What follows belongs to an exercise in optimizing a design on an open flow for small area; a production flow would make more cautious choices. RTL that was checked went through simulation tests only; none was proved equivalent to the original. Power and IR drop assume default switching activity.

==> inputs of job 9381 <==
// nidhogg
module nidhogg(
    input wire clk,
    input wire rst,
    input wire BTNL,
    input wire BTNR,
    input wire BTND,
    input wire BTNU,
    input wire BTNC,
    input wire sw,
    input wire PS2Data,
    input wire PS2Clk,
    output wire vs,
    output wire hs,
    output wire [3:0] r,
    output wire [3:0] g,
    output wire [3:0] b,
    output wire [11:0] rom_bg_addr,
    input  wire [11:0] rom_bg_data,
    output wire [11:0] rom_torch_up_addr,
    input  wire [11:0] rom_torch_up_data,
    output wire [11:0] rom_torch_down_addr,
    input  wire [11:0] rom_torch_down_data,
    output wire [11:0] rom_window_up_addr,
    input  wire [11:0] rom_window_up_data,
    output wire [11:0] rom_window_down_addr,
    input  wire [11:0] rom_window_down_data,
    output wire [11:0] rom_pl_head_addr,
    input  wire [11:0] rom_pl_head1_data,
    input  wire [11:0] rom_pl_head2_data,
    output wire [11:0] rom_pl_legs_addr,
    input  wire [11:0] rom_pl_legs1_data,
    input  wire [11:0] rom_pl_legs2_data,
    output wire [9:0]  rom_pl_sword_addr,
    input  wire [11:0] rom_pl_sword_data,
    output wire [11:0] rom_pr_head_addr,
    input  wire [11:0] rom_pr_head1_data,
    input  wire [11:0] rom_pr_head2_data,
    output wire [11:0] rom_pr_legs_addr,
    input  wire [11:0] rom_pr_legs1_data,
    input  wire [11:0] rom_pr_legs2_data,
    output wire [9:0]  rom_pr_sword_addr,
    input  wire [11:0] rom_pr_sword_data,
    output wire [13:0] rom_sign_l_addr,
    input  wire [11:0] rom_sign_l_data,
    output wire [13:0] rom_sign_r_addr,
    input  wire [11:0] rom_sign_r_data,
    output wire [9:0]  rom_crown_r_addr,
    input  wire [11:0] rom_crown_r_data,
    output wire [9:0]  rom_crown_l_addr,
    input  wire [11:0] rom_crown_l_data
);
clock: 25.0 ns
lec_check: 0
cap_margin: 20
core_margin: 2
core_utilization: 55
cts_buf_list: sky130_fd_sc_hd__clkbuf_4
slew_margin: 20
standard.sh (not shown) runs the stock make flow with config.mk's settings and CLKGATE_MAP_FILE= SYNTH_SCRIPT=/design/flow/synth_recipe.tcl, a recipe that flattens the netlist after the stock synthesis.
==> flow/flow/run.sh <==
#!/bin/bash
# Standard layout, except that the port buffers are the smallest buffer
# (sky130_fd_sc_hd__buf_1) instead of the one buffer_ports picks by default.
# Every input and output port still gets its own buffer.
export BUFFER_PORTS_ARGS="-buffer_cell sky130_fd_sc_hd__buf_1"
bash standard.sh > standard.log 2>&1
==> inputs of job 4841, as changes to job 9381 <==
==> flow/run.sh (new file) <==
#!/bin/bash
# synth_recipe.tcl (not shown) runs the flow's synth.tcl, then flattens the netlist and writes it again
# the make line also repeats each setting of config.mk as NAME=value (left out here)
make -C /OpenROAD-flow-scripts/flow DESIGN_CONFIG=/design/flow/config.mk WORK_HOME=/design/flow/orfs CLKGATE_MAP_FILE= SYNTH_SCRIPT=/design/flow/synth_recipe.tcl finish
--- a/flow/config.mk
+++ b/flow/config.mk
@@ -7,6 +7,5 @@
 export LEC_CHECK = 0
 export CAP_MARGIN = 20
 export CORE_MARGIN = 2
-export CORE_UTILIZATION = 55
-export CTS_BUF_LIST = sky130_fd_sc_hd__clkbuf_4
+export CORE_UTILIZATION = 40
 export SLEW_MARGIN = 20
removed: flow/flow/run.sh
removed: flow/standard.sh
==> inputs of job 888, as changes to job 9381 <==
==> flow/run.sh (new file) <==
#!/bin/bash
# synth_recipe.tcl (not shown) runs the flow's synth.tcl, then flattens the netlist and writes it again
# the make line also repeats each setting of config.mk as NAME=value (left out here)
make -C /OpenROAD-flow-scripts/flow DESIGN_CONFIG=/design/flow/config.mk WORK_HOME=/design/flow/orfs CLKGATE_MAP_FILE= SYNTH_SCRIPT=/design/flow/synth_recipe.tcl finish
removed: flow/flow/run.sh
removed: flow/standard.sh
==> flow_summary.json <==
{
  "reg2regPathDepth": 17,
  "outcome": "timing/DRC/antenna clean",
  "fin_skew_ps": 34.9,
  "gp_congestion": 0.931,
  "clkPwrFrac": 0.442
}
That was job 4841.
==> flow_summary.json <==
{
  "fin_skew_ps": 74.7,
  "gp_congestion": 0.956,
  "muxShareOfSynthArea": 0.0377,
  "clkPwrFrac": 0.377,
  "min_path_cells": 0,
  "die_y_microns": 245,
  "worst_ir_drop_vdd_v": 0.0000583,
  "ys_ff_latch": 587,
  "outcome": "timing/DRC/antenna clean",
  "dp_hpwl_microns": 77400,
  "n_antenna_cell": 4
}
That was job 888.
==> flow_summary.json <==
{
  "cpMostUsedCell": "o21ai_0",
  "yosysWarnings": 3,
  "placedCellCount": 4610,
  "fin_skew_ps": 55.9,
  "reg2regPathDepth": 21,
  "clkPwrFrac": 0.386,
  "outcome": "timing/DRC/antenna clean",
  "synth_xor_area_frac": 0.0506,
  "synth_cell_types": 104
}
That was job 9381.
No run of this note included a check of the RTL's function; only the layout flow was run.


==> inputs of quartz <==
nidhogg, a different RTL version from the one above (not shown whole).
export LEC_CHECK = 0
export CAP_MARGIN = 20
export CORE_MARGIN = 2
export CORE_UTILIZATION = 65
export SLEW_MARGIN = 20
create_clock -name core_clock -period 25.0 [get_ports {clk}]
==> flow/flow/run.sh <==
#!/bin/bash
# Standard layout (bash standard.sh), with two changes:
#  - the port buffers are the smallest buffer (sky130_fd_sc_hd__buf_1) instead
#    of the one buffer_ports picks by default; every input and output port
#    still gets its own buffer;
#  - clock tree synthesis uses clkbuf_4 buffers, sink clusters of up to 10
#    flip-flops within 40 um, and no dummy loads.
export BUFFER_PORTS_ARGS="-buffer_cell sky130_fd_sc_hd__buf_1"
export CTS_ARGS="-sink_clustering_enable -repair_clock_nets -dont_use_dummy_load -buf_list sky130_fd_sc_hd__clkbuf_4 -sink_clustering_size 10 -sink_clustering_max_diameter 40"
bash standard.sh > standard.log 2>&1
==> inputs of onyx, as changes to quartz <==
--- a/flow/design.v
+++ b/flow/design.v
@@ -88,12 +88,10 @@
             H <= H_inc;
     assign hs = (ge16(H, 16'd845)) && (le16(H, 16'd972));
     assign vs = (ge16(H, 16'd845)) ? ((ge16(V, 16'd600)) && (le16(V, 16'd622)))
                                : ((ge16(V, 16'd601)) && (le16(V, 16'd623)));
     wire vis0 = (le16(H, 16'd799)) && (le16(V, 16'd599));
-    reg [10:0] hb_, hc_, hd_;
-    reg [6:0]  he_;                  
     reg [9:0]  Vp;
     always @(posedge clk)
         if (rst)                Vp <= 0;
         else if (H == 11'd1055) Vp <= V;
     wire h_lt1 = (H == 11'd0);
@@ -102,72 +100,71 @@
     wire h_lt4 = (H[10:2] == 9'd0);
     wire [5:0] vb_ = h_lt1 ? Vp[5:0] : V[5:0];
     wire [9:0] vc_ = h_lt2 ? Vp : V;
     wire [9:0] vd_ = h_lt3 ? Vp : V;
     wire [6:0] ve_ = h_lt4 ? Vp[6:0] : V[6:0];
+    wire h_lt5 = h_lt4 || (H == 11'd4);
+    wire [6:0] vf_ = h_lt5 ? Vp[6:0] : V[6:0];
+    wire first_line = (V == 10'd0) && (Vp == 10'd0);
+    wire [6:0] hf_ = h_lt5 ? (first_line ? 7'd0 : H[6:0] + 7'd27) : H[6:0] - 7'd5;
+    wire [5:0]  hb_ = h_lt1 ? (first_line ? 6'd0 : 6'd31) : H[5:0] - 6'd1;
+    wire [10:0] hc_ = h_lt2 ? (first_line ? 11'd0 : {10'b1000001111, H[0]}) : H - 11'd2;
     reg visb, visc, visd, vise;
     always @(posedge clk) begin
-        hb_ <= H;   visb <= vis0;
-        hc_ <= hb_; visc <= visb;
-        he_ <= hd_[6:0]; vise <= visd;
+        visb <= vis0;
+        visc <= visb;
+        vise <= visd;
     end
     always @(posedge clk)
         if (rst) begin
-            hd_ <= 0; visd <= 1'b1;
+            visd <= 1'b1;
         end else begin
-            hd_ <= hc_; visd <= visc;
+            visd <= visc;
         end
+    wire hc0    = (hc_ == 11'd0);
+    wire hd_cin = hc0 && visd;         
+    wire hd_wrap = hc0 && !visd;       
     reg [11:0] rgb_b;
     always @(posedge clk)
         if (rst || !vis0)      rgb_b <= 12'h000;
         else if (ge16(V, 16'd551))  rgb_b <= 12'h300;
         else if (ge16(V, 16'd521))  rgb_b <= 12'h333;
         else                   rgb_b <= rom_bg_data;
     assign rom_bg_addr = {vb_[5:0], hb_[5:0]};
-    reg [4:0] board_out;
-    reg [4:0] counterR, counterL, counterR_nxt, counterL_nxt;
+    reg [4:0] board_out, board, board_d;
     reg pos_reset;
-    reg [4:0]  xposL_o;               
     reg xL_at696_o, xL_gt536_o;       
     reg xR_at40_o, xR_lt200_o;        
-    wire [4:0] board_5mR, board_nxt, counterR_inc, counterL_inc;
-    rsub #(5) u_b5mR (.a(5'd5), .b(counterR), .d(board_5mR));
-    radd #(5) u_bnxt (.a(board_5mR), .b(counterL), .s(board_nxt));
-    rinc #(5) u_cRi (.a(counterR), .s(counterR_inc));
-    rinc #(5) u_cLi (.a(counterL), .s(counterL_inc));
+    wire scoreR = xR_at40_o && !pos_reset;
+    wire scoreL = xL_at696_o && !pos_reset;
+    wire [4:0] board_mv;
+    radd #(5) u_bmv (.a(board), .b({{4{scoreR}}, 1'b1}), .s(board_mv));
     always @(posedge clk) begin
-        board_out <= board_nxt;
-        counterR <= counterR_nxt;
-        counterL <= counterL_nxt;
+        board_d <= board;
+        board_out <= board_d;
     end
     always @(posedge clk)
         if (rst) begin
-            counterR_nxt <= 0;
-            counterL_nxt <= 0;
+            board <= 5'd5;
             pos_reset <= 0;
         end else begin
-            if (xR_at40_o && !pos_reset) begin
-                pos_reset <= 1;
-                counterR_nxt <= counterR_inc;
-            end else if (xL_at696_o && !pos_reset) begin
-                counterL_nxt <= counterL_inc;
-                pos_reset <= 1;
-            end else
-                pos_reset <= 0;
+            pos_reset <= scoreR || scoreL;
+            if (scoreR || scoreL)
+                board <= board_mv;
         end
     wire [5:0] torch_ay = vc_[5:0] - 6'd36;
     wire [5:0] torch_ax = hc_[5:0] - 6'd10;
     assign rom_torch_up_addr    = {torch_ay, torch_ax};
     assign rom_torch_down_addr  = {torch_ay, torch_ax};
     assign rom_window_up_addr   = {torch_ay, torch_ax};
     assign rom_window_down_addr = {torch_ay, torch_ax};
     wire bo1 = (board_out == 5'd1) || (board_out == 5'd9);
     wire ltorch = bo1 || (board_out == 5'd7);
     wire rtorch = bo1 || (board_out == 5'd3);
-    wire x_r  = (ge16(hb_, 16'd588)) && (le16(hb_, 16'd651));
-    wire x_lt = (ge16(hb_, 16'd152)) && (le16(hb_, 16'd215));
-    wire x_lw = (ge16(hb_, 16'd140)) && (le16(hb_, 16'd203));
+    wire x_r  = (ge16(H, 16'd589)) && (le16(H, 16'd652));
+    wire x_lt = (ge16(H, 16'd153)) && (le16(H, 16'd216));
+    wire x_lw = (ge16(H, 16'd141)) && (le16(H, 16'd204));
     wire y_u  = (ge16(V, 16'd100)) && (le16(V, 16'd163));
     wire y_d  = (ge16(V, 16'd164)) && (le16(V, 16'd227));
     wire in_l = ltorch ? x_lt : x_lw;
     wire use_torch = in_l ? ltorch : rtorch;
     wire in_x = in_l || x_r;
@@ -431,16 +428,17 @@
     rsub #(10) u_dyL (.a(vc_), .b({1'b0, yposL}), .d(dyL));
     wire [10:0] dxsL;
     rsub #(11) u_dxsL (.a(hc_), .b(xswL[10:0]), .d(dxsL));
     wire nearL  = (!ge16(xposL, 16'd1056));
     wire nearsL = (!ge16(xswL, 16'd1056));
-    reg [4:0]  yposL_o;
+    reg cr_clamp, cr_lwrap, cr_fwrap;
     reg [11:0] addrL;
     reg [9:0]  addrLs;
     always @(posedge clk) begin
-        xposL_o <= xposL[4:0] ^ 5'h10;        
-        yposL_o <= yposL[4:0] - 5'd19;
+        cr_clamp <= hd_cin;
+        cr_lwrap <= hd_wrap && (vc_ != 10'd0);
+        cr_fwrap <= hd_wrap && (vc_ == 10'd0);
         xL_at696_o <= (xposL == 12'd696);
         xL_gt536_o <= (ge16(xposL, 16'd537));
         addrL   <= {dyL[5:0], dxL[5:0]};
         addrLs  <= {dyL[4:0] + (LP_sp_p ? 5'd8 : 5'd9), dxsL[4:0]};
     end
@@ -466,21 +464,21 @@
     wire [11:0] xposR  = RX_p;
     wire [8:0]  yposR  = RY_p;
     wire [11:0] xswR;
     rsub #(12) u_xswR (.a(xposR), .b({2'b0, RP_xs_p}), .d(xswR));
     wire [10:0] dxR;
-    rsub #(11) u_dxR (.a(hd_), .b(xposR[10:0]), .d(dxR));
+    rsubc #(11) u_dxR (.a(hc_), .b(xposR[10:0]), .cin(hd_cin), .d(dxR));
     wire [9:0] dyR;
     rsub #(10) u_dyR (.a(vd_), .b({1'b0, yposR}), .d(dyR));
     wire [10:0] dxsR;
-    rsub #(11) u_dxsR (.a(hd_), .b(xswR[10:0]), .d(dxsR));
+    rsubc #(11) u_dxsR (.a(hc_), .b(xswR[10:0]), .cin(hd_cin), .d(dxsR));
     wire nearR  = (!ge16(xposR, 16'd1056));
     wire nearsR = (!ge16(xswR, 16'd1056));
     reg [11:0] addrR;
     reg [9:0]  addrRs;
     always @(posedge clk) begin
-        addrR   <= {dyR[5:0], dxR[5:0]};
+        addrR   <= {dyR[5:0], dxR[5] ^ hd_wrap, dxR[4:0]};
         addrRs  <= {dyR[4:0] + (RP_sp_p ? 5'd8 : 5'd9), dxsR[4:0]};
     end
     assign rom_pr_head_addr  = addrR;
     assign rom_pr_legs_addr  = addrR;
     assign rom_pr_sword_addr = addrRs;
@@ -538,36 +536,30 @@
             dead_L_a <= act_ok && hitA;
             dead_R_a <= act_ok && !hitA && hitB;
         end
     dead_timer dt_R (.clk(clk), .reset(rst), .active(dead_R_a), .premature_stop(pos_reset), .death(dead_R));
     dead_timer dt_L (.clk(clk), .reset(rst), .active(dead_L_a), .premature_stop(pos_reset), .death(dead_L));
-    reg [13:0] addr_sign;
     reg [9:0]  addr_cR, addr_cL;
-    wire [4:0] acL_y, acL_x;
-    rsub #(5) u_acL_y (.a(ve_[4:0]), .b(yposL_o), .d(acL_y));
-    rsub #(5) u_acL_x (.a(he_[4:0]), .b(xposL_o), .d(acL_x));
+    wire [4:0] acL_y = addrL[10:6] + (cr_fwrap ? 5'd6 : (cr_lwrap ? 5'd18 : 5'd19));
+    wire [4:0] acL_x = addrL[4:0] + (cr_clamp ? 5'd16 : 5'd15);
     always @(posedge clk) begin
-        addr_sign <= {ve_ - 7'd28, he_ - 7'd16};
         addr_cR   <= {addrR[10:6] + 5'd19, ~addrR[4], addrR[3:0]};
         addr_cL   <= {acL_y, acL_x};
     end
+    wire [13:0] addr_sign = {vf_ - 7'd28, hf_ - 7'd16};
     assign rom_sign_l_addr  = addr_sign;
     assign rom_sign_r_addr  = addr_sign;
     assign rom_crown_r_addr = addr_cR;
     assign rom_crown_l_addr = addr_cL;
-    wire [10:0] dxLe;
-    rsub #(11) u_dxLe (.a(hd_), .b(xposL[10:0]), .d(dxLe));
-    wire [9:0] dyLe;
-    rsub #(10) u_dyLe (.a(V), .b({1'b0, yposL}), .d(dyLe));
-    wire crL_x = (ge16(dxLe, 16'd18)) && (le16(dxLe, 16'd49)) && ((le16(xposL, 16'd1037)) || (ge16(xposL, 16'd4080)));
-    wire crL_y = (!dyLe[9] && (le16(dyLe, 16'd12))) || (dyLe[9] && (ge16(dyLe, 16'd1005)));
+    wire crL_x = (ge16(dxL, 16'd19)) && (le16(dxL, 16'd50)) && ((le16(xposL, 16'd1037)) || (ge16(xposL, 16'd4080)));
+    wire crL_y = (!dyL[9] && (le16(dyL, 16'd12))) || (dyL[9] && (ge16(dyL, 16'd1005)));
     wire sgn_y_e = (ge16(V, 16'd284)) && (le16(V, 16'd411));
     reg in_cL, sgn_l, sgn_r;
     always @(posedge clk) begin
         in_cL <= crL_x && crL_y;
-        sgn_l <= sgn_y_e && (ge16(hd_, 16'd274)) && (le16(hd_, 16'd401));
-        sgn_r <= sgn_y_e && (ge16(hd_, 16'd402)) && (le16(hd_, 16'd529));
+        sgn_l <= sgn_y_e && (ge16(hc_, 16'd275)) && (le16(hc_, 16'd402));
+        sgn_r <= sgn_y_e && (ge16(hc_, 16'd403)) && (le16(hc_, 16'd530));
     end
     wire sgn   = sgn_l || sgn_r;
     wire [11:0] sgn_d = sgn_l ? rom_sign_l_data : rom_sign_r_data;
     wire condR = (board_out == 5'd1) && xR_lt200_o;
     wire condL = (board_out == 5'd9) && xL_gt536_o;
@@ -623,25 +615,20 @@
 module dead_timer(
     input wire clk,
     input wire reset,
     input wire active,
     input wire premature_stop,
-    output reg death
+    output wire death
     );
     reg [15:0] counter;
-    wire running = (counter != 16'h0001) && (counter != 16'hb10e) && (counter != 16'h621d);
+    assign death = (counter != 16'h0001);
+    wire running = death && (counter != 16'hb10e) && (counter != 16'h621d);
     always @(posedge clk)
-        if (reset || premature_stop) begin
-            death <= 0;
+        if (reset || premature_stop || !(active || running))
             counter <= 16'h0001;
-        end else if (active || running) begin
+        else
             counter <= {counter[14:0], counter[15] ^ counter[13] ^ counter[12] ^ counter[10]};
-            death <= 1;
-        end else begin
-            death <= 0;
-            counter <= 16'h0001;
-        end
 endmodule
 module rsub #(parameter W = 8) (
     input  wire [W-1:0] a,
     input  wire [W-1:0] b,
     output wire [W-1:0] d
@@ -684,5 +671,22 @@
             assign s[i]   = a[i] ^ c[i];
             assign c[i+1] = a[i] & c[i];
         end
     endgenerate
 endmodule
+module rsubc #(parameter W = 8) (
+    input  wire [W-1:0] a,
+    input  wire [W-1:0] b,
+    input  wire         cin,
+    output wire [W-1:0] d
+    );
+    wire [W:0] c;
+    assign c[0] = cin;
+    genvar i;
+    generate
+        for (i = 0; i < W; i = i + 1) begin : bitn
+            wire nb = ~b[i];
+            assign d[i]   = a[i] ^ nb ^ c[i];
+            assign c[i+1] = (a[i] & nb) | (a[i] & c[i]) | (nb & c[i]);
+        end
+    endgenerate
+endmodule
==> flow/flow/run.sh (replaced) <==
#!/bin/bash
# Standard layout (bash standard.sh), with two changes:
#  - the port buffers are the smallest buffer (sky130_fd_sc_hd__buf_1) instead
#    of the one buffer_ports picks by default; every input and output port
#    still gets its own buffer;
#  - clock tree synthesis uses clkbuf_8 buffers, sink clusters of up to 22
#    flip-flops within 45 um, and no dummy loads.
export BUFFER_PORTS_ARGS="-buffer_cell sky130_fd_sc_hd__buf_1"
export CTS_ARGS="-sink_clustering_enable -repair_clock_nets -dont_use_dummy_load -buf_list sky130_fd_sc_hd__clkbuf_8 -sink_clustering_size 22 -sink_clustering_max_diameter 45"
bash standard.sh > standard.log 2>&1
==> run notes <==
• run status: timing/DRC/antenna clean
• synthesized net count: 3232
• Int Pwr: 0.001095 W
• number of storage elements in the synthesis netlist: 547
• routed length on met1: 32310 um
• reg-to-reg critical path startpoint: LX_p[0]$_DFF_P_
• Via density: 6.067
• Non-clock buffers: 443
# the run above: quartz

==> run notes <==
• run status: timing/DRC/antenna clean
• Non-clock buffers: 441
• synthesized net count: 3244
• routed length on met1: 31370 um
• final hold vios: 0
• reg-to-reg critical path startpoint: H[2]$_SDFF_PP0_
• number of storage elements in the synthesis netlist: 474
# the run above: onyx

## afterwards: timing with drivers on the ports
The flow's constraints put no driver on any port. The routed layouts listed below were extracted and timed again, unchanged, in two steps.
Step 1 (the two cells are an assumption about what drives the block):
set clk [get_ports {clk}]
set_driving_cell -lib_cell sky130_fd_sc_hd__clkbuf_16 $clk
set_driving_cell -lib_cell sky130_fd_sc_hd__buf_2 [delete_from_list [all_inputs] $clk]
Step 2 moves the port delays by t, midway between the first and last clock arrival at a register: inputs arrive t later, outputs are due t later. That takes back most of the time a late clock gives input paths.
Slacks: ideal ports / drivers / drivers and shift; pairs: ideal ports / drivers.
| run | t, ns | setup slack, ns | worst hold slack (ns) |
|---|---|---|---|
| job 9381 | 1.014 | 16.531 / 16.469 / 16.897 | 0.340 / 0.340 / 0.340 |
| job 4841 | 0.681 | 16.903 / 16.838 / 17.051 | 0.345 / 0.345 / 0.345 |
| job 888 | 1.047 | 16.156 / 16.097 / 16.680 | 0.314 / 0.314 / 0.314 |
| quartz | 0.856 | 15.940 / 15.884 / 15.208 | 0.309 / 0.309 / 0.309 |
| onyx | 0.693 | 15.281 / 15.226 / 15.082 | 0.321 / 0.321 / 0.321 |
After both steps setup and hold are still met in every run listed. For quartz, which loses most, drivers alone change the setup slack by -0.056 ns; drivers and shift together by -0.732 ns.
